What follows belongs to an exercise in optimizing a design on an open flow for small area and a short achievable clock period; a production flow would make more cautious choices. Function was checked by simulation only, so behaviour that the tests miss may differ from the original. No activity file was given, so power comes from the tool's default toggle rates.

## flow/design.v

```verilog
module custom_isa_extensions (
    input wire clk,
    input wire resetn,
    input wire is_custom_instruction,
    input wire is_vconv_instruction,
    input wire is_relu_instruction,
    input wire is_madd_instruction,
    input wire is_gemm_instruction,
    input wire [31:0] rs1_data,
    input wire [31:0] rs2_data,
    input wire [31:0] rs3_data,
    input wire instruction_valid,
    output reg instruction_ready,
    output reg [31:0] result_data,
    input wire [31:0] mem_addr,
    input wire [31:0] mem_wdata,
    output reg [31:0] mem_rdata,
    input wire [3:0] mem_wstrb,
    input wire mem_valid,
    output wire mem_ready,
    input wire mem_we
);
    reg s_idle, s_dec, s_vc, s_relu, s_madd, s_gemm, s_comp;
    reg [7:0] mst;               
    reg [4:0] cnt;               
    reg [31:0] temp;
    reg vph;                     
    reg fresh_v, fresh_g;        
    reg [15:0] vr [0:7];         
    reg [15:0] gr [0:15];        
    reg [15:0] xr, yr;           
    reg [15:0] sr, cr;           
    reg [15:0] ar;               
    reg [15:0] hd;               
    reg bm;                      
    reg tacc;                    
    reg m67;                     
    wire vc_last   = s_vc   & (cnt[3:0] == 4'd15);
    wire relu_last = s_relu & (cnt[1:0] == 2'd3);
    wire madd_last = mst[7];
    wire gemm_last = s_gemm & (cnt == 5'd31);
    wire go        = instruction_valid & is_custom_instruction;
    wire nbm       = ~bm;
    always @(posedge clk) begin
        if (!resetn) begin
            s_idle <= 1'b1;
            s_dec  <= 1'b0;
            s_vc   <= 1'b0;
            s_relu <= 1'b0;
            s_madd <= 1'b0;
            s_gemm <= 1'b0;
            s_comp <= 1'b0;
            mst    <= 8'd0;
        end else begin
            s_idle <= (s_idle & ~go) | s_comp |
                      (s_dec & ~(is_vconv_instruction | is_relu_instruction |
                                 is_madd_instruction | is_gemm_instruction));
            s_dec  <= s_idle & go;
            s_vc   <= (s_dec & is_vconv_instruction) | (s_vc & ~vc_last);
            s_relu <= (s_dec & ~is_vconv_instruction & is_relu_instruction) |
                      (s_relu & ~relu_last);
            s_madd <= (s_dec & ~is_vconv_instruction & ~is_relu_instruction &
                       is_madd_instruction) | (s_madd & ~madd_last);
            mst    <= {mst[6:0], s_dec & ~is_vconv_instruction &
                       ~is_relu_instruction & is_madd_instruction};
            s_gemm <= (s_dec & ~is_vconv_instruction & ~is_relu_instruction &
                       ~is_madd_instruction & is_gemm_instruction) |
                      (s_gemm & ~gemm_last);
            s_comp <= vc_last | relu_last | madd_last | gemm_last;
        end
    end
    always @(posedge clk) begin
        if (!resetn || !(s_vc | s_relu | s_gemm))
            cnt <= 5'd0;
        else
            cnt <= cnt + 5'd1;
    end
    always @(posedge clk) begin
        if (!resetn) begin
            bm   <= 1'b0;
            tacc <= 1'b0;
            m67  <= 1'b0;
        end else begin
            bm   <= mst[2] | mst[3] | mst[4] | mst[5];
            tacc <= (s_vc & (cnt[3:0] >= 4'd7) & (cnt[3:0] <= 4'd14)) |
                    (s_gemm & (cnt >= 5'd15) & (cnt <= 5'd30)) |
                    mst[4] | mst[5] | mst[6];
            m67  <= mst[5] | mst[6];
        end
    end
    wire use_p = (s_vc & ~vph & ~cnt[3]) | (s_gemm & ~cnt[4]);
    always @(posedge clk) begin
        if (mst[0]) begin
            xr <= rs1_data[15:0];
            yr <= rs2_data[31:16];
        end else if (mst[1]) begin
            xr <= temp[31:16];
            yr <= temp[15:0];
        end else if (mst[2]) begin
            xr <= {temp[23:16], temp[31:24]};
            yr <= {temp[7:0], temp[15:8]};
        end else if (mst[3] | mst[5]) begin
            xr <= {xr[7:0], xr[15:8]};
            yr <= {yr[7:0], yr[15:8]};
        end else if (mst[4]) begin
            yr <= {yr[7:0], yr[15:8]};
        end else begin
            xr <= rs1_data[15:0];
            yr <= use_p ? rs2_data[15:0] : 16'd0;
        end
    end
    wire [15:0] cs_s, cs_c;
    wire cs_p0_0 = xr[0] & yr[0];
    wire cs_p0_1 = xr[0] & yr[1];
    wire cs_p0_2 = xr[0] & yr[2];
    wire cs_p0_3 = xr[0] & yr[3];
    wire cs_p0_4 = xr[0] & yr[4];
    wire cs_p0_5 = xr[0] & yr[5];
    wire cs_p0_6 = xr[0] & yr[6];
    wire cs_p0_7 = xr[0] & yr[7];
    wire cs_p0_8 = xr[0] & yr[8] & nbm;
    wire cs_p0_9 = xr[0] & yr[9] & nbm;
    wire cs_p0_10 = xr[0] & yr[10] & nbm;
    wire cs_p0_11 = xr[0] & yr[11] & nbm;
    wire cs_p0_12 = xr[0] & yr[12] & nbm;
    wire cs_p0_13 = xr[0] & yr[13] & nbm;
    wire cs_p0_14 = xr[0] & yr[14] & nbm;
    wire cs_p0_15 = xr[0] & yr[15] & nbm;
    wire cs_p1_0 = xr[1] & yr[0];
    wire cs_p1_1 = xr[1] & yr[1];
    wire cs_p1_2 = xr[1] & yr[2];
    wire cs_p1_3 = xr[1] & yr[3];
    wire cs_p1_4 = xr[1] & yr[4];
    wire cs_p1_5 = xr[1] & yr[5];
    wire cs_p1_6 = xr[1] & yr[6];
    wire cs_p1_7 = xr[1] & yr[7];
    wire cs_p1_8 = xr[1] & yr[8] & nbm;
    wire cs_p1_9 = xr[1] & yr[9] & nbm;
    wire cs_p1_10 = xr[1] & yr[10] & nbm;
    wire cs_p1_11 = xr[1] & yr[11] & nbm;
    wire cs_p1_12 = xr[1] & yr[12] & nbm;
    wire cs_p1_13 = xr[1] & yr[13] & nbm;
    wire cs_p1_14 = xr[1] & yr[14] & nbm;
    wire cs_p2_0 = xr[2] & yr[0];
    wire cs_p2_1 = xr[2] & yr[1];
    wire cs_p2_2 = xr[2] & yr[2];
    wire cs_p2_3 = xr[2] & yr[3];
    wire cs_p2_4 = xr[2] & yr[4];
    wire cs_p2_5 = xr[2] & yr[5];
    wire cs_p2_6 = xr[2] & yr[6];
    wire cs_p2_7 = xr[2] & yr[7];
    wire cs_p2_8 = xr[2] & yr[8] & nbm;
    wire cs_p2_9 = xr[2] & yr[9] & nbm;
    wire cs_p2_10 = xr[2] & yr[10] & nbm;
    wire cs_p2_11 = xr[2] & yr[11] & nbm;
    wire cs_p2_12 = xr[2] & yr[12] & nbm;
    wire cs_p2_13 = xr[2] & yr[13] & nbm;
    wire cs_p3_0 = xr[3] & yr[0];
    wire cs_p3_1 = xr[3] & yr[1];
    wire cs_p3_2 = xr[3] & yr[2];
    wire cs_p3_3 = xr[3] & yr[3];
    wire cs_p3_4 = xr[3] & yr[4];
    wire cs_p3_5 = xr[3] & yr[5];
    wire cs_p3_6 = xr[3] & yr[6];
    wire cs_p3_7 = xr[3] & yr[7];
    wire cs_p3_8 = xr[3] & yr[8] & nbm;
    wire cs_p3_9 = xr[3] & yr[9] & nbm;
    wire cs_p3_10 = xr[3] & yr[10] & nbm;
    wire cs_p3_11 = xr[3] & yr[11] & nbm;
    wire cs_p3_12 = xr[3] & yr[12] & nbm;
    wire cs_p4_0 = xr[4] & yr[0];
    wire cs_p4_1 = xr[4] & yr[1];
    wire cs_p4_2 = xr[4] & yr[2];
    wire cs_p4_3 = xr[4] & yr[3];
    wire cs_p4_4 = xr[4] & yr[4];
    wire cs_p4_5 = xr[4] & yr[5];
    wire cs_p4_6 = xr[4] & yr[6];
    wire cs_p4_7 = xr[4] & yr[7];
    wire cs_p4_8 = xr[4] & yr[8] & nbm;
    wire cs_p4_9 = xr[4] & yr[9] & nbm;
    wire cs_p4_10 = xr[4] & yr[10] & nbm;
    wire cs_p4_11 = xr[4] & yr[11] & nbm;
    wire cs_p5_0 = xr[5] & yr[0];
    wire cs_p5_1 = xr[5] & yr[1];
    wire cs_p5_2 = xr[5] & yr[2];
    wire cs_p5_3 = xr[5] & yr[3];
    wire cs_p5_4 = xr[5] & yr[4];
    wire cs_p5_5 = xr[5] & yr[5];
    wire cs_p5_6 = xr[5] & yr[6];
    wire cs_p5_7 = xr[5] & yr[7];
    wire cs_p5_8 = xr[5] & yr[8] & nbm;
    wire cs_p5_9 = xr[5] & yr[9] & nbm;
    wire cs_p5_10 = xr[5] & yr[10] & nbm;
    wire cs_p6_0 = xr[6] & yr[0];
    wire cs_p6_1 = xr[6] & yr[1];
    wire cs_p6_2 = xr[6] & yr[2];
    wire cs_p6_3 = xr[6] & yr[3];
    wire cs_p6_4 = xr[6] & yr[4];
    wire cs_p6_5 = xr[6] & yr[5];
    wire cs_p6_6 = xr[6] & yr[6];
    wire cs_p6_7 = xr[6] & yr[7];
    wire cs_p6_8 = xr[6] & yr[8] & nbm;
    wire cs_p6_9 = xr[6] & yr[9] & nbm;
    wire cs_p7_0 = xr[7] & yr[0];
    wire cs_p7_1 = xr[7] & yr[1];
    wire cs_p7_2 = xr[7] & yr[2];
    wire cs_p7_3 = xr[7] & yr[3];
    wire cs_p7_4 = xr[7] & yr[4];
    wire cs_p7_5 = xr[7] & yr[5];
    wire cs_p7_6 = xr[7] & yr[6];
    wire cs_p7_7 = xr[7] & yr[7];
    wire cs_p7_8 = xr[7] & yr[8] & nbm;
    wire cs_p8_0 = xr[8] & yr[0] & nbm;
    wire cs_p8_1 = xr[8] & yr[1] & nbm;
    wire cs_p8_2 = xr[8] & yr[2] & nbm;
    wire cs_p8_3 = xr[8] & yr[3] & nbm;
    wire cs_p8_4 = xr[8] & yr[4] & nbm;
    wire cs_p8_5 = xr[8] & yr[5] & nbm;
    wire cs_p8_6 = xr[8] & yr[6] & nbm;
    wire cs_p8_7 = xr[8] & yr[7] & nbm;
    wire cs_p9_0 = xr[9] & yr[0] & nbm;
    wire cs_p9_1 = xr[9] & yr[1] & nbm;
    wire cs_p9_2 = xr[9] & yr[2] & nbm;
    wire cs_p9_3 = xr[9] & yr[3] & nbm;
    wire cs_p9_4 = xr[9] & yr[4] & nbm;
    wire cs_p9_5 = xr[9] & yr[5] & nbm;
    wire cs_p9_6 = xr[9] & yr[6] & nbm;
    wire cs_p10_0 = xr[10] & yr[0] & nbm;
    wire cs_p10_1 = xr[10] & yr[1] & nbm;
    wire cs_p10_2 = xr[10] & yr[2] & nbm;
    wire cs_p10_3 = xr[10] & yr[3] & nbm;
    wire cs_p10_4 = xr[10] & yr[4] & nbm;
    wire cs_p10_5 = xr[10] & yr[5] & nbm;
    wire cs_p11_0 = xr[11] & yr[0] & nbm;
    wire cs_p11_1 = xr[11] & yr[1] & nbm;
    wire cs_p11_2 = xr[11] & yr[2] & nbm;
    wire cs_p11_3 = xr[11] & yr[3] & nbm;
    wire cs_p11_4 = xr[11] & yr[4] & nbm;
    wire cs_p12_0 = xr[12] & yr[0] & nbm;
    wire cs_p12_1 = xr[12] & yr[1] & nbm;
    wire cs_p12_2 = xr[12] & yr[2] & nbm;
    wire cs_p12_3 = xr[12] & yr[3] & nbm;
    wire cs_p13_0 = xr[13] & yr[0] & nbm;
    wire cs_p13_1 = xr[13] & yr[1] & nbm;
    wire cs_p13_2 = xr[13] & yr[2] & nbm;
    wire cs_p14_0 = xr[14] & yr[0] & nbm;
    wire cs_p14_1 = xr[14] & yr[1] & nbm;
    wire cs_p15_0 = xr[15] & yr[0] & nbm;
    wire cs_s0 = cs_p0_13 ^ cs_p1_12;
    wire cs_c0 = cs_p0_13 & cs_p1_12;
    wire cs_s1 = cs_p0_14 ^ cs_p1_13 ^ cs_p2_12;
    wire cs_c1 = (cs_p0_14 & cs_p1_13) | (cs_p0_14 & cs_p2_12) | (cs_p1_13 & cs_p2_12);
    wire cs_s2 = cs_p3_11 ^ cs_p4_10;
    wire cs_c2 = cs_p3_11 & cs_p4_10;
    wire cs_s3 = cs_p0_15 ^ cs_p1_14 ^ cs_p2_13;
    wire cs_s4 = cs_p3_12 ^ cs_p4_11 ^ cs_p5_10;
    wire cs_s5 = cs_p6_9 ^ cs_p7_8;
    wire cs_s6 = cs_p0_9 ^ cs_p1_8;
    wire cs_c6 = cs_p0_9 & cs_p1_8;
    wire cs_s7 = cs_p0_10 ^ cs_p1_9 ^ cs_p2_8;
    wire cs_c7 = (cs_p0_10 & cs_p1_9) | (cs_p0_10 & cs_p2_8) | (cs_p1_9 & cs_p2_8);
    wire cs_s8 = cs_p3_7 ^ cs_p4_6;
    wire cs_c8 = cs_p3_7 & cs_p4_6;
    wire cs_s9 = cs_p0_11 ^ cs_p1_10 ^ cs_p2_9;
    wire cs_c9 = (cs_p0_11 & cs_p1_10) | (cs_p0_11 & cs_p2_9) | (cs_p1_10 & cs_p2_9);
    wire cs_s10 = cs_p3_8 ^ cs_p4_7 ^ cs_p5_6;
    wire cs_c10 = (cs_p3_8 & cs_p4_7) | (cs_p3_8 & cs_p5_6) | (cs_p4_7 & cs_p5_6);
    wire cs_s11 = cs_p6_5 ^ cs_p7_4;
    wire cs_c11 = cs_p6_5 & cs_p7_4;
    wire cs_s12 = cs_p0_12 ^ cs_p1_11 ^ cs_p2_10;
    wire cs_c12 = (cs_p0_12 & cs_p1_11) | (cs_p0_12 & cs_p2_10) | (cs_p1_11 & cs_p2_10);
    wire cs_s13 = cs_p3_9 ^ cs_p4_8 ^ cs_p5_7;
    wire cs_c13 = (cs_p3_9 & cs_p4_8) | (cs_p3_9 & cs_p5_7) | (cs_p4_8 & cs_p5_7);
    wire cs_s14 = cs_p6_6 ^ cs_p7_5 ^ cs_p8_4;
    wire cs_c14 = (cs_p6_6 & cs_p7_5) | (cs_p6_6 & cs_p8_4) | (cs_p7_5 & cs_p8_4);
    wire cs_s15 = cs_p9_3 ^ cs_p10_2;
    wire cs_c15 = cs_p9_3 & cs_p10_2;
    wire cs_s16 = cs_s0 ^ cs_p2_11 ^ cs_p3_10;
    wire cs_c16 = (cs_s0 & cs_p2_11) | (cs_s0 & cs_p3_10) | (cs_p2_11 & cs_p3_10);
    wire cs_s17 = cs_p4_9 ^ cs_p5_8 ^ cs_p6_7;
    wire cs_c17 = (cs_p4_9 & cs_p5_8) | (cs_p4_9 & cs_p6_7) | (cs_p5_8 & cs_p6_7);
    wire cs_s18 = cs_p7_6 ^ cs_p8_5 ^ cs_p9_4;
    wire cs_c18 = (cs_p7_6 & cs_p8_5) | (cs_p7_6 & cs_p9_4) | (cs_p8_5 & cs_p9_4);
    wire cs_s19 = cs_p10_3 ^ cs_p11_2 ^ cs_p12_1;
    wire cs_c19 = (cs_p10_3 & cs_p11_2) | (cs_p10_3 & cs_p12_1) | (cs_p11_2 & cs_p12_1);
    wire cs_s20 = cs_c0 ^ cs_s1 ^ cs_s2;
    wire cs_c20 = (cs_c0 & cs_s1) | (cs_c0 & cs_s2) | (cs_s1 & cs_s2);
    wire cs_s21 = cs_p5_9 ^ cs_p6_8 ^ cs_p7_7;
    wire cs_c21 = (cs_p5_9 & cs_p6_8) | (cs_p5_9 & cs_p7_7) | (cs_p6_8 & cs_p7_7);
    wire cs_s22 = cs_p8_6 ^ cs_p9_5 ^ cs_p10_4;
    wire cs_c22 = (cs_p8_6 & cs_p9_5) | (cs_p8_6 & cs_p10_4) | (cs_p9_5 & cs_p10_4);
    wire cs_s23 = cs_p11_3 ^ cs_p12_2 ^ cs_p13_1;
    wire cs_c23 = (cs_p11_3 & cs_p12_2) | (cs_p11_3 & cs_p13_1) | (cs_p12_2 & cs_p13_1);
    wire cs_s24 = cs_c1 ^ cs_c2 ^ cs_s3;
    wire cs_s25 = cs_s4 ^ cs_s5 ^ cs_p8_7;
    wire cs_s26 = cs_p9_6 ^ cs_p10_5 ^ cs_p11_4;
    wire cs_s27 = cs_p12_3 ^ cs_p13_2 ^ cs_p14_1;
    wire cs_s28 = cs_p0_6 ^ cs_p1_5;
    wire cs_c28 = cs_p0_6 & cs_p1_5;
    wire cs_s29 = cs_p0_7 ^ cs_p1_6 ^ cs_p2_5;
    wire cs_c29 = (cs_p0_7 & cs_p1_6) | (cs_p0_7 & cs_p2_5) | (cs_p1_6 & cs_p2_5);
    wire cs_s30 = cs_p3_4 ^ cs_p4_3;
    wire cs_c30 = cs_p3_4 & cs_p4_3;
    wire cs_s31 = cs_p0_8 ^ cs_p1_7 ^ cs_p2_6;
    wire cs_c31 = (cs_p0_8 & cs_p1_7) | (cs_p0_8 & cs_p2_6) | (cs_p1_7 & cs_p2_6);
    wire cs_s32 = cs_p3_5 ^ cs_p4_4 ^ cs_p5_3;
    wire cs_c32 = (cs_p3_5 & cs_p4_4) | (cs_p3_5 & cs_p5_3) | (cs_p4_4 & cs_p5_3);
    wire cs_s33 = cs_p6_2 ^ cs_p7_1;
    wire cs_c33 = cs_p6_2 & cs_p7_1;
    wire cs_s34 = cs_s6 ^ cs_p2_7 ^ cs_p3_6;
    wire cs_c34 = (cs_s6 & cs_p2_7) | (cs_s6 & cs_p3_6) | (cs_p2_7 & cs_p3_6);
    wire cs_s35 = cs_p4_5 ^ cs_p5_4 ^ cs_p6_3;
    wire cs_c35 = (cs_p4_5 & cs_p5_4) | (cs_p4_5 & cs_p6_3) | (cs_p5_4 & cs_p6_3);
    wire cs_s36 = cs_p7_2 ^ cs_p8_1 ^ cs_p9_0;
    wire cs_c36 = (cs_p7_2 & cs_p8_1) | (cs_p7_2 & cs_p9_0) | (cs_p8_1 & cs_p9_0);
    wire cs_s37 = cs_c6 ^ cs_s7 ^ cs_s8;
    wire cs_c37 = (cs_c6 & cs_s7) | (cs_c6 & cs_s8) | (cs_s7 & cs_s8);
    wire cs_s38 = cs_p5_5 ^ cs_p6_4 ^ cs_p7_3;
    wire cs_c38 = (cs_p5_5 & cs_p6_4) | (cs_p5_5 & cs_p7_3) | (cs_p6_4 & cs_p7_3);
    wire cs_s39 = cs_p8_2 ^ cs_p9_1 ^ cs_p10_0;
    wire cs_c39 = (cs_p8_2 & cs_p9_1) | (cs_p8_2 & cs_p10_0) | (cs_p9_1 & cs_p10_0);
    wire cs_s40 = cs_c7 ^ cs_c8 ^ cs_s9;
    wire cs_c40 = (cs_c7 & cs_c8) | (cs_c7 & cs_s9) | (cs_c8 & cs_s9);
    wire cs_s41 = cs_s10 ^ cs_s11 ^ cs_p8_3;
    wire cs_c41 = (cs_s10 & cs_s11) | (cs_s10 & cs_p8_3) | (cs_s11 & cs_p8_3);
    wire cs_s42 = cs_p9_2 ^ cs_p10_1 ^ cs_p11_0;
    wire cs_c42 = (cs_p9_2 & cs_p10_1) | (cs_p9_2 & cs_p11_0) | (cs_p10_1 & cs_p11_0);
    wire cs_s43 = cs_c9 ^ cs_c10 ^ cs_c11;
    wire cs_c43 = (cs_c9 & cs_c10) | (cs_c9 & cs_c11) | (cs_c10 & cs_c11);
    wire cs_s44 = cs_s12 ^ cs_s13 ^ cs_s14;
    wire cs_c44 = (cs_s12 & cs_s13) | (cs_s12 & cs_s14) | (cs_s13 & cs_s14);
    wire cs_s45 = cs_s15 ^ cs_p11_1 ^ cs_p12_0;
    wire cs_c45 = (cs_s15 & cs_p11_1) | (cs_s15 & cs_p12_0) | (cs_p11_1 & cs_p12_0);
    wire cs_s46 = cs_c12 ^ cs_c13 ^ cs_c14;
    wire cs_c46 = (cs_c12 & cs_c13) | (cs_c12 & cs_c14) | (cs_c13 & cs_c14);
    wire cs_s47 = cs_c15 ^ cs_s16 ^ cs_s17;
    wire cs_c47 = (cs_c15 & cs_s16) | (cs_c15 & cs_s17) | (cs_s16 & cs_s17);
    wire cs_s48 = cs_s18 ^ cs_s19 ^ cs_p13_0;
    wire cs_c48 = (cs_s18 & cs_s19) | (cs_s18 & cs_p13_0) | (cs_s19 & cs_p13_0);
    wire cs_s49 = cs_c16 ^ cs_c17 ^ cs_c18;
    wire cs_c49 = (cs_c16 & cs_c17) | (cs_c16 & cs_c18) | (cs_c17 & cs_c18);
    wire cs_s50 = cs_c19 ^ cs_s20 ^ cs_s21;
    wire cs_c50 = (cs_c19 & cs_s20) | (cs_c19 & cs_s21) | (cs_s20 & cs_s21);
    wire cs_s51 = cs_s22 ^ cs_s23 ^ cs_p14_0;
    wire cs_c51 = (cs_s22 & cs_s23) | (cs_s22 & cs_p14_0) | (cs_s23 & cs_p14_0);
    wire cs_s52 = cs_c20 ^ cs_c21 ^ cs_c22;
    wire cs_s53 = cs_c23 ^ cs_s24 ^ cs_s25;
    wire cs_s54 = cs_s26 ^ cs_s27 ^ cs_p15_0;
    wire cs_s55 = cs_p0_4 ^ cs_p1_3;
    wire cs_c55 = cs_p0_4 & cs_p1_3;
    wire cs_s56 = cs_p0_5 ^ cs_p1_4 ^ cs_p2_3;
    wire cs_c56 = (cs_p0_5 & cs_p1_4) | (cs_p0_5 & cs_p2_3) | (cs_p1_4 & cs_p2_3);
    wire cs_s57 = cs_p3_2 ^ cs_p4_1;
    wire cs_c57 = cs_p3_2 & cs_p4_1;
    wire cs_s58 = cs_s28 ^ cs_p2_4 ^ cs_p3_3;
    wire cs_c58 = (cs_s28 & cs_p2_4) | (cs_s28 & cs_p3_3) | (cs_p2_4 & cs_p3_3);
    wire cs_s59 = cs_p4_2 ^ cs_p5_1 ^ cs_p6_0;
    wire cs_c59 = (cs_p4_2 & cs_p5_1) | (cs_p4_2 & cs_p6_0) | (cs_p5_1 & cs_p6_0);
    wire cs_s60 = cs_c28 ^ cs_s29 ^ cs_s30;
    wire cs_c60 = (cs_c28 & cs_s29) | (cs_c28 & cs_s30) | (cs_s29 & cs_s30);
    wire cs_s61 = cs_p5_2 ^ cs_p6_1 ^ cs_p7_0;
    wire cs_c61 = (cs_p5_2 & cs_p6_1) | (cs_p5_2 & cs_p7_0) | (cs_p6_1 & cs_p7_0);
    wire cs_s62 = cs_c29 ^ cs_c30 ^ cs_s31;
    wire cs_c62 = (cs_c29 & cs_c30) | (cs_c29 & cs_s31) | (cs_c30 & cs_s31);
    wire cs_s63 = cs_s32 ^ cs_s33 ^ cs_p8_0;
    wire cs_c63 = (cs_s32 & cs_s33) | (cs_s32 & cs_p8_0) | (cs_s33 & cs_p8_0);
    wire cs_s64 = cs_c31 ^ cs_c32 ^ cs_c33;
    wire cs_c64 = (cs_c31 & cs_c32) | (cs_c31 & cs_c33) | (cs_c32 & cs_c33);
    wire cs_s65 = cs_s34 ^ cs_s35 ^ cs_s36;
    wire cs_c65 = (cs_s34 & cs_s35) | (cs_s34 & cs_s36) | (cs_s35 & cs_s36);
    wire cs_s66 = cs_c34 ^ cs_c35 ^ cs_c36;
    wire cs_c66 = (cs_c34 & cs_c35) | (cs_c34 & cs_c36) | (cs_c35 & cs_c36);
    wire cs_s67 = cs_s37 ^ cs_s38 ^ cs_s39;
    wire cs_c67 = (cs_s37 & cs_s38) | (cs_s37 & cs_s39) | (cs_s38 & cs_s39);
    wire cs_s68 = cs_c37 ^ cs_c38 ^ cs_c39;
    wire cs_c68 = (cs_c37 & cs_c38) | (cs_c37 & cs_c39) | (cs_c38 & cs_c39);
    wire cs_s69 = cs_s40 ^ cs_s41 ^ cs_s42;
    wire cs_c69 = (cs_s40 & cs_s41) | (cs_s40 & cs_s42) | (cs_s41 & cs_s42);
    wire cs_s70 = cs_c40 ^ cs_c41 ^ cs_c42;
    wire cs_c70 = (cs_c40 & cs_c41) | (cs_c40 & cs_c42) | (cs_c41 & cs_c42);
    wire cs_s71 = cs_s43 ^ cs_s44 ^ cs_s45;
    wire cs_c71 = (cs_s43 & cs_s44) | (cs_s43 & cs_s45) | (cs_s44 & cs_s45);
    wire cs_s72 = cs_c43 ^ cs_c44 ^ cs_c45;
    wire cs_c72 = (cs_c43 & cs_c44) | (cs_c43 & cs_c45) | (cs_c44 & cs_c45);
    wire cs_s73 = cs_s46 ^ cs_s47 ^ cs_s48;
    wire cs_c73 = (cs_s46 & cs_s47) | (cs_s46 & cs_s48) | (cs_s47 & cs_s48);
    wire cs_s74 = cs_c46 ^ cs_c47 ^ cs_c48;
    wire cs_c74 = (cs_c46 & cs_c47) | (cs_c46 & cs_c48) | (cs_c47 & cs_c48);
    wire cs_s75 = cs_s49 ^ cs_s50 ^ cs_s51;
    wire cs_c75 = (cs_s49 & cs_s50) | (cs_s49 & cs_s51) | (cs_s50 & cs_s51);
    wire cs_s76 = cs_c49 ^ cs_c50 ^ cs_c51;
    wire cs_s77 = cs_s52 ^ cs_s53 ^ cs_s54;
    wire cs_s78 = cs_p0_3 ^ cs_p1_2;
    wire cs_c78 = cs_p0_3 & cs_p1_2;
    wire cs_s79 = cs_s55 ^ cs_p2_2 ^ cs_p3_1;
    wire cs_c79 = (cs_s55 & cs_p2_2) | (cs_s55 & cs_p3_1) | (cs_p2_2 & cs_p3_1);
    wire cs_s80 = cs_c55 ^ cs_s56 ^ cs_s57;
    wire cs_c80 = (cs_c55 & cs_s56) | (cs_c55 & cs_s57) | (cs_s56 & cs_s57);
    wire cs_s81 = cs_c56 ^ cs_c57 ^ cs_s58;
    wire cs_c81 = (cs_c56 & cs_c57) | (cs_c56 & cs_s58) | (cs_c57 & cs_s58);
    wire cs_s82 = cs_c58 ^ cs_c59 ^ cs_s60;
    wire cs_c82 = (cs_c58 & cs_c59) | (cs_c58 & cs_s60) | (cs_c59 & cs_s60);
    wire cs_s83 = cs_c60 ^ cs_c61 ^ cs_s62;
    wire cs_c83 = (cs_c60 & cs_c61) | (cs_c60 & cs_s62) | (cs_c61 & cs_s62);
    wire cs_s84 = cs_c62 ^ cs_c63 ^ cs_s64;
    wire cs_c84 = (cs_c62 & cs_c63) | (cs_c62 & cs_s64) | (cs_c63 & cs_s64);
    wire cs_s85 = cs_c64 ^ cs_c65 ^ cs_s66;
    wire cs_c85 = (cs_c64 & cs_c65) | (cs_c64 & cs_s66) | (cs_c65 & cs_s66);
    wire cs_s86 = cs_c66 ^ cs_c67 ^ cs_s68;
    wire cs_c86 = (cs_c66 & cs_c67) | (cs_c66 & cs_s68) | (cs_c67 & cs_s68);
    wire cs_s87 = cs_c68 ^ cs_c69 ^ cs_s70;
    wire cs_c87 = (cs_c68 & cs_c69) | (cs_c68 & cs_s70) | (cs_c69 & cs_s70);
    wire cs_s88 = cs_c70 ^ cs_c71 ^ cs_s72;
    wire cs_c88 = (cs_c70 & cs_c71) | (cs_c70 & cs_s72) | (cs_c71 & cs_s72);
    wire cs_s89 = cs_c72 ^ cs_c73 ^ cs_s74;
    wire cs_c89 = (cs_c72 & cs_c73) | (cs_c72 & cs_s74) | (cs_c73 & cs_s74);
    wire cs_s90 = cs_c74 ^ cs_c75 ^ cs_s76;
    wire cs_s91 = cs_p0_2 ^ cs_p1_1;
    wire cs_c91 = cs_p0_2 & cs_p1_1;
    wire cs_s92 = cs_s78 ^ cs_p2_1 ^ cs_p3_0;
    wire cs_c92 = (cs_s78 & cs_p2_1) | (cs_s78 & cs_p3_0) | (cs_p2_1 & cs_p3_0);
    wire cs_s93 = cs_c78 ^ cs_s79 ^ cs_p4_0;
    wire cs_c93 = (cs_c78 & cs_s79) | (cs_c78 & cs_p4_0) | (cs_s79 & cs_p4_0);
    wire cs_s94 = cs_c79 ^ cs_s80 ^ cs_p5_0;
    wire cs_c94 = (cs_c79 & cs_s80) | (cs_c79 & cs_p5_0) | (cs_s80 & cs_p5_0);
    wire cs_s95 = cs_c80 ^ cs_s81 ^ cs_s59;
    wire cs_c95 = (cs_c80 & cs_s81) | (cs_c80 & cs_s59) | (cs_s81 & cs_s59);
    wire cs_s96 = cs_c81 ^ cs_s82 ^ cs_s61;
    wire cs_c96 = (cs_c81 & cs_s82) | (cs_c81 & cs_s61) | (cs_s82 & cs_s61);
    wire cs_s97 = cs_c82 ^ cs_s83 ^ cs_s63;
    wire cs_c97 = (cs_c82 & cs_s83) | (cs_c82 & cs_s63) | (cs_s83 & cs_s63);
    wire cs_s98 = cs_c83 ^ cs_s84 ^ cs_s65;
    wire cs_c98 = (cs_c83 & cs_s84) | (cs_c83 & cs_s65) | (cs_s84 & cs_s65);
    wire cs_s99 = cs_c84 ^ cs_s85 ^ cs_s67;
    wire cs_c99 = (cs_c84 & cs_s85) | (cs_c84 & cs_s67) | (cs_s85 & cs_s67);
    wire cs_s100 = cs_c85 ^ cs_s86 ^ cs_s69;
    wire cs_c100 = (cs_c85 & cs_s86) | (cs_c85 & cs_s69) | (cs_s86 & cs_s69);
    wire cs_s101 = cs_c86 ^ cs_s87 ^ cs_s71;
    wire cs_c101 = (cs_c86 & cs_s87) | (cs_c86 & cs_s71) | (cs_s87 & cs_s71);
    wire cs_s102 = cs_c87 ^ cs_s88 ^ cs_s73;
    wire cs_c102 = (cs_c87 & cs_s88) | (cs_c87 & cs_s73) | (cs_s88 & cs_s73);
    wire cs_s103 = cs_c88 ^ cs_s89 ^ cs_s75;
    wire cs_c103 = (cs_c88 & cs_s89) | (cs_c88 & cs_s75) | (cs_s89 & cs_s75);
    wire cs_s104 = cs_c89 ^ cs_s90 ^ cs_s77;
    assign cs_s[0] = cs_p0_0;
    assign cs_c[0] = 1'b0;
    assign cs_s[1] = cs_p0_1;
    assign cs_c[1] = cs_p1_0;
    assign cs_s[2] = cs_s91;
    assign cs_c[2] = cs_p2_0;
    assign cs_s[3] = cs_c91;
    assign cs_c[3] = cs_s92;
    assign cs_s[4] = cs_c92;
    assign cs_c[4] = cs_s93;
    assign cs_s[5] = cs_c93;
    assign cs_c[5] = cs_s94;
    assign cs_s[6] = cs_c94;
    assign cs_c[6] = cs_s95;
    assign cs_s[7] = cs_c95;
    assign cs_c[7] = cs_s96;
    assign cs_s[8] = cs_c96;
    assign cs_c[8] = cs_s97;
    assign cs_s[9] = cs_c97;
    assign cs_c[9] = cs_s98;
    assign cs_s[10] = cs_c98;
    assign cs_c[10] = cs_s99;
    assign cs_s[11] = cs_c99;
    assign cs_c[11] = cs_s100;
    assign cs_s[12] = cs_c100;
    assign cs_c[12] = cs_s101;
    assign cs_s[13] = cs_c101;
    assign cs_c[13] = cs_s102;
    assign cs_s[14] = cs_c102;
    assign cs_c[14] = cs_s103;
    assign cs_s[15] = cs_c103;
    assign cs_c[15] = cs_s104;
    always @(posedge clk) begin
        sr <= cs_s;
        cr <= cs_c;
    end
    wire [15:0] p16 = ar + sr + cr;
    always @(posedge clk) begin
        if (s_dec)
            ar <= is_vconv_instruction ? (fresh_v ? 16'd0 : vr[6])
                                       : (fresh_g ? 16'd0 : gr[14]);
        else if (s_vc)
            ar <= fresh_v ? 16'd0 : vr[7];
        else if (s_gemm)
            ar <= fresh_g ? 16'd0 : gr[15];
        else if (mst[1])
            ar <= 16'd0;
        else if (mst[2] | mst[3] | mst[4])
            ar <= p16;
    end
    integer i;
    always @(posedge clk) begin
        if (s_vc) begin
            for (i = 0; i < 7; i = i + 1)
                vr[i] <= vr[i + 1];
            vr[7] <= vr[0];
            vr[5] <= p16;
        end
    end
    always @(posedge clk) begin
        if (s_gemm) begin
            for (i = 0; i < 15; i = i + 1)
                gr[i] <= gr[i + 1];
            gr[15] <= gr[0];
            gr[13] <= p16;
        end
    end
    always @(posedge clk) begin
        if (!resetn) begin
            vph <= 1'b0;
            fresh_v <= 1'b1;
            fresh_g <= 1'b1;
        end else begin
            if (vc_last)
                vph <= ~vph;
            if (s_vc & (cnt[3:0] == 4'd8))
                fresh_v <= 1'b0;
            if (s_gemm & (cnt == 5'd16))
                fresh_g <= 1'b0;
        end
    end
    always @(posedge clk) begin
        if (s_vc & (cnt[3:0] >= 4'd7) & (cnt[3:0] <= 4'd14))
            hd <= vr[1];
        else if (s_gemm & (cnt >= 5'd15) & (cnt <= 5'd30))
            hd <= gr[1];
        else
            hd <= 16'd0;
    end
    wire m5 = mst[5];
    wire [31:0] tx = {ar & {16{m5}}, hd} | {8'd0, sr & {16{m67}}, 8'd0} |
                     {16'd0, sr & {16{m5}}};
    wire [31:0] ty = {8'd0, cr & {16{m67}}, 8'd0} | {16'd0, cr & {16{m5}}};
    wire [31:0] t3s = temp ^ tx ^ ty;
    wire [31:0] t3c = (temp & tx) | (temp & ty) | (tx & ty);
    wire [31:0] tsum = t3s + {t3c[30:0], 1'b0};
    always @(posedge clk) begin
        if (!resetn)
            temp <= 32'd0;
        else if (tacc)
            temp <= tsum;
        else if (s_relu & (cnt[1:0] == 2'd0))
            temp <= rs1_data[31] ? 32'd0 : rs1_data;
        else if (mst[0])
            temp <= {rs1_data[31:16], rs2_data[15:0]};
        else if (mst[1])
            temp <= {xr, temp[15:0]};
        else if (mst[4])
            temp <= rs3_data;
    end
    always @(posedge clk) begin
        if (!resetn)
            instruction_ready <= 1'b0;
        else if (s_idle | s_comp)
            instruction_ready <= 1'b1;
        else if (s_dec)
            instruction_ready <= 1'b0;
    end
    always @(posedge clk) begin
        if (!resetn || s_idle)
            result_data <= 32'd0;
        else if (vc_last | gemm_last | (s_relu & cnt[1]))
            result_data <= temp;
        else if (madd_last)
            result_data <= tsum;
    end
    always @(posedge clk) begin
        if (!resetn)
            mem_rdata <= 32'd0;
        else if (mem_valid && !mem_we)
            mem_rdata <= {mem_addr[7:0], mem_addr[15:8], mem_addr[23:16], mem_addr[31:24]};
    end
    assign mem_ready = 1'b1;
endmodule
```

## flow/run.sh

```bash
#!/bin/bash
# synth_recipe.tcl (not shown) runs the flow's synth.tcl, then flattens the netlist and writes it again
# the make line also repeats each setting of config.mk as NAME=value (left out here)
make -C /OpenROAD-flow-scripts/flow DESIGN_CONFIG=/design/flow/config.mk WORK_HOME=/design/flow/orfs CLKGATE_MAP_FILE= SYNTH_SCRIPT=/design/flow/synth_recipe.tcl finish
```

## flow/config.mk

```make
export PLATFORM = sky130hd
export DESIGN_NAME = custom_isa_extensions
export DESIGN_NICKNAME = custom_isa_extensions
export VERILOG_FILES = /design/flow/design.v
export SDC_FILE = /design/flow/constraint.sdc
export NUM_CORES = 4
export LEC_CHECK = 0
export ABC_CLOCK_PERIOD_IN_PS = 3000
export CAP_MARGIN = 20
export CORE_MARGIN = 2
export CORE_UTILIZATION = 55
export SETUP_SLACK_MARGIN = 5
export SLEW_MARGIN = 20
export TNS_END_PERCENT = 100
```

## flow/constraint.sdc

```tcl
create_clock -name core_clock -period 9.0 [get_ports {clk}]
set_input_delay 1.8000 -clock core_clock [delete_from_list [all_inputs] [get_ports {clk}]]
set_output_delay 1.8000 -clock core_clock [all_outputs]
set_load 0.01 [all_outputs]
```

==> flow_metrics.env <==
export IMPL_outcome="timing/DRC/antenna clean"
export IMPL_worst_slew_pin_slew_ps=1160
export IMPL_hold_buffers=0
export IMPL_diodes=0
export IMPL_use_met1_pct=41.1
export IMPL_start_util_pct=55.4
export IMPL_wl_per_cell_um=23.2
export IMPL_rsz0062_at_grt="false"
export IMPL_cts_root_buffer_cell="clkbuf_16"
export IMPL_ir_drop_mv=0.204
export IMPL_clockBufferDepth=3
export IMPL_grt_use_met3_pct=5.24
export IMPL_fmaxAchievable_mhz=260
export IMPL_synth_area_sq_mm=0.0277
export IMPL_hp_class="reg -> reg"
export IMPL_tns_ps=0
export IMPL_hold_viol=0
export IMPL_worstSetupPathType="reg -> reg"
export IMPL_tritoncts="built"
export IMPL_synth_top_cell_area_share_pct=45.1
export IMPL_p_per_area_mw_per_mm2=185
export IMPL_arrival_ps=4310
export IMPL_ys_flop_type="edfxtp_1"
export IMPL_pre_cts_ws_ps=4580
export IMPL_drt_iter0_drc=1670
export IMPL_yosys_warnings=3
export IMPL_endpoint_kind="flip-flop"
export IMPL_yosysMostFrequentCell="edfxtp_1"
export IMPL_yosys_top_cells_area="edfxtp_1, dfxtp_1, fa_1, nand2_1, ha_1"
export IMPL_clock_skew_ps=23.4
export IMPL_yosys_top_cells_count="edfxtp_1, nand2_1, dfxtp_1"
export IMPL_firstDrtPassIters=5
export IMPL_setup_viol=0
export IMPL_row_count=82
export IMPL_clkSinkCount=601
export IMPL_io_pins=240
export IMPL_startpoint_type="flip-flop"
export IMPL_synth_seq_cells=601
export IMPL_num_vias=18700
export IMPL_cts_max_level=2
export IMPL_crit_required_ps=9460
export IMPL_drcViolationCount=0
export IMPL_dp_hpwl_mm=52.8
export IMPL_fin_crit_ps=3850
export IMPL_grt_total_usage_pct=28.3
export IMPL_post_route_period_util_pct=42.8
export IMPL_grt_pass1_vias=18400
export IMPL_syn_to_final_growth_pct=17.7
export IMPL_grt_busiest_layer="met2"
export IMPL_synth_edf_count=416
export IMPL_synth_cells=2300
export IMPL_routed_wirelength_mm=74.1
export IMPL_drive_above_1_share_pct=6.77
export IMPL_maxCapViolations=0
export IMPL_ys_seq_area_share_pct=58.5
export IMPL_core_sq_mm=0.0500
export IMPL_grt_remaining_overflow=0
export IMPL_clkLatencyLatePin_ps=640
export IMPL_cts_clk_slew_worst_paths_ps=60
export IMPL_numCtsBuffers=59
export IMPL_fp_dieH_um=228
export IMPL_syn_nets=2662
export IMPL_p_leak_nw=12.0
export IMPL_max_slew_margin_pct=22.2
export IMPL_setup_ws_ps=5150
export IMPL_nets=2840
export IMPL_dieArea_sq_mm=0.0522
export IMPL_total_power_mw=6.03
export IMPL_grtUsageMet2_pct=44.0
export IMPL_ys_types=58
export IMPL_grt_pass1_wl_mm=112
export IMPL_grt_antenna_before_repair=2
export IMPL_drt_antenna_violating_nets=0
export IMPL_portBuffers=202
export IMPL_synth_avg_cell_area_sq_um=12.0
export IMPL_die_width_um=228
export IMPL_worstPathMaxFanout=13
export IMPL_synth_top_area_cell="edfxtp_1"
export IMPL_place_congestion=0.964
export IMPL_grt_max_degree=201
export IMPL_vias_per_cell=5.84
export IMPL_slew_violations=0
export IMPL_ys_async_sr_fraction_pct=0
## layout make-up
| cell class | count | area (sq um) |
|---|---|---|
| Sequential cell | 601 | 16200 |
| Multi-Input combinational cell | 1418 | 10600 |
| Tap cell | 672 | 841 |
| Clock inverter | 29 | 328 |
| Clock buffer | 81 | 1670 |
| Inverter | 159 | 597 |
| Fill cell | 3795 | 17400 |
| Timing Repair Buffer | 239 | 2370 |
## what timing repair did
action	in CTS	in global routing
gates cloned	0	2
setup endpoints to repair	24	19
pin swaps	5	10
setup buffers	2	7
resized for setup	10	21
## placed cells by master (no fill, tap or decap), types with 17 or more instances in the layout
master / count
and3_1: 24
buf_4: 31
clkbuf_16: 63
xnor2_1: 51
nand3b_1: 17
a221o_1: 18
dfxtp_1: 175
and2_1: 99
nor2_1: 98
nor2b_1: 17
a211oi_1: 34
mux2i_1: 27
inv_1: 158
a21oi_1: 153
ha_1: 70
o211ai_1: 28
a22oi_1: 52
fa_1: 114
clkdlybuf4s50_1: 202
nand3_1: 27
a21o_1: 18
o21ai_0: 102
nand2_1: 259
xor2_1: 19
a221oi_1: 33
edfxtp_1: 416
## per-layer routing
metal  wire [um]  part of all wire, %  vias to the layer above
met5           0                    0                        -
met4        1930                  2.6                        0
met3        5390                  7.3                      125
met2       34000                   46                      678
met1       32800                   44                     9323
li1            -                    -                     8557
## where the power goes
group | total, mW | switching [mW] | leakage, nW | internal, mW
clock network | 2.50 | 1.05 | 0.983 | 1.45
registers | 3.09 | 0.0741 | 5.29 | 3.01
logic | 0.444 | 0.252 | 5.73 | 0.192
total | 6.03 | 1.37 | 12.0 | 4.66
## registers in the layout, indices dropped and copies added, names as in the netlist, 5 cells and up
| signal | cells |
|---|---|
| yr | 16 |
| xr | 16 |
| result_data | 32 |
| gr | 256 |
| vr | 128 |
| mst | 8 |
| sr | 16 |
| ar | 16 |
| cnt | 5 |
| temp | 32 |
| hd | 16 |
| mem_rdata | 32 |
| cr | 15 |
## cell families after synthesis
group           after synthesis  share of synthesized area [%]
compound gates              515                           12.0
xor+xnor                     74                           2.34
fa+ha+maj                   188                           11.7
buf+inv                     281                           3.83
flops                       601                           58.5
mux                          28                           1.02
other cells                   1                         0.0135
simple gates                612                           10.6
## final timing paths
path / slack [ps] / from / cells past startpoint / to
setup / recovery: 5150 / mst[5]$_SDFF_PN0_ / 16 / result_data[31]$_SDFFE_PP0P_
setup reg to reg: 5150 / mst[5]$_SDFF_PN0_ / 16 / result_data[31]$_SDFFE_PP0P_
hold / removal: 410 / gr[6][10]$_DFFE_PP_ / 0 / gr[5][10]$_DFFE_PP_
hold reg to reg: 410 / gr[6][10]$_DFFE_PP_ / 0 / gr[5][10]$_DFFE_PP_
## critical path, stage by stage, from the launching register on
cell	delay (ps)
dfxtp_4	370
buf_12	150
a21oi_1	170
fa_1	450
inv_1	80
ha_1	200
inv_1	80
fa_1	460
nor2b_1	150
o31a_1	230
o311a_4	250
a211oi_4	70
buf_4	150
o21ai_1	310
mux2i_1	330
a21o_1	150
a21oi_1	50
## per-stage QoR
| stage | instance area [sq um] | hold WS (ps) | cells | utilization, % |
|---|---|---|---|---|
| 5_1_grt | 32600 | 419 | 3199 | 65.2 |
| 2_1_floorplan | 27700 | 400 | 2300 | - |
| 6_report | 32600 | 410 | 3199 | 65.2 |
| 3_3_place_gp | 30300 | 400 | 3078 | 60.7 |
| 3_5_place_dp | 30300 | 405 | 3078 | 60.7 |
| 4_1_cts | 32400 | 413 | 3190 | 64.8 |

## afterwards: timing with drivers on the ports
The flow's constraints put no driver on any port. The routed layout listed below was extracted and timed again, unchanged, in two steps. Step 1 sets driving cells, clkbuf_16 on the clock port and buf_2 on the other inputs (assumed; they add their load-dependent delay and slew). Step 2 adds t to the input delays and takes it off the output delays; t is the mean of the earliest and latest rising clock arrival at the registers after step 1. Input paths then give back, and output paths get back, about the clock's delay inside the block. a / b / c = ideal / step 1 / step 2; a / b = the first two.
t, ns: 0.682
setup slack, ns: 5.152 / 5.152 / 4.583
worst hold slack (ns): 0.410 / 0.410 / 0.410
pins driven straight from the clock port: 1
After both steps this run still meets setup and hold. For this run, drivers alone change the setup slack by 0.000 ns; drivers and shift together by -0.569 ns.
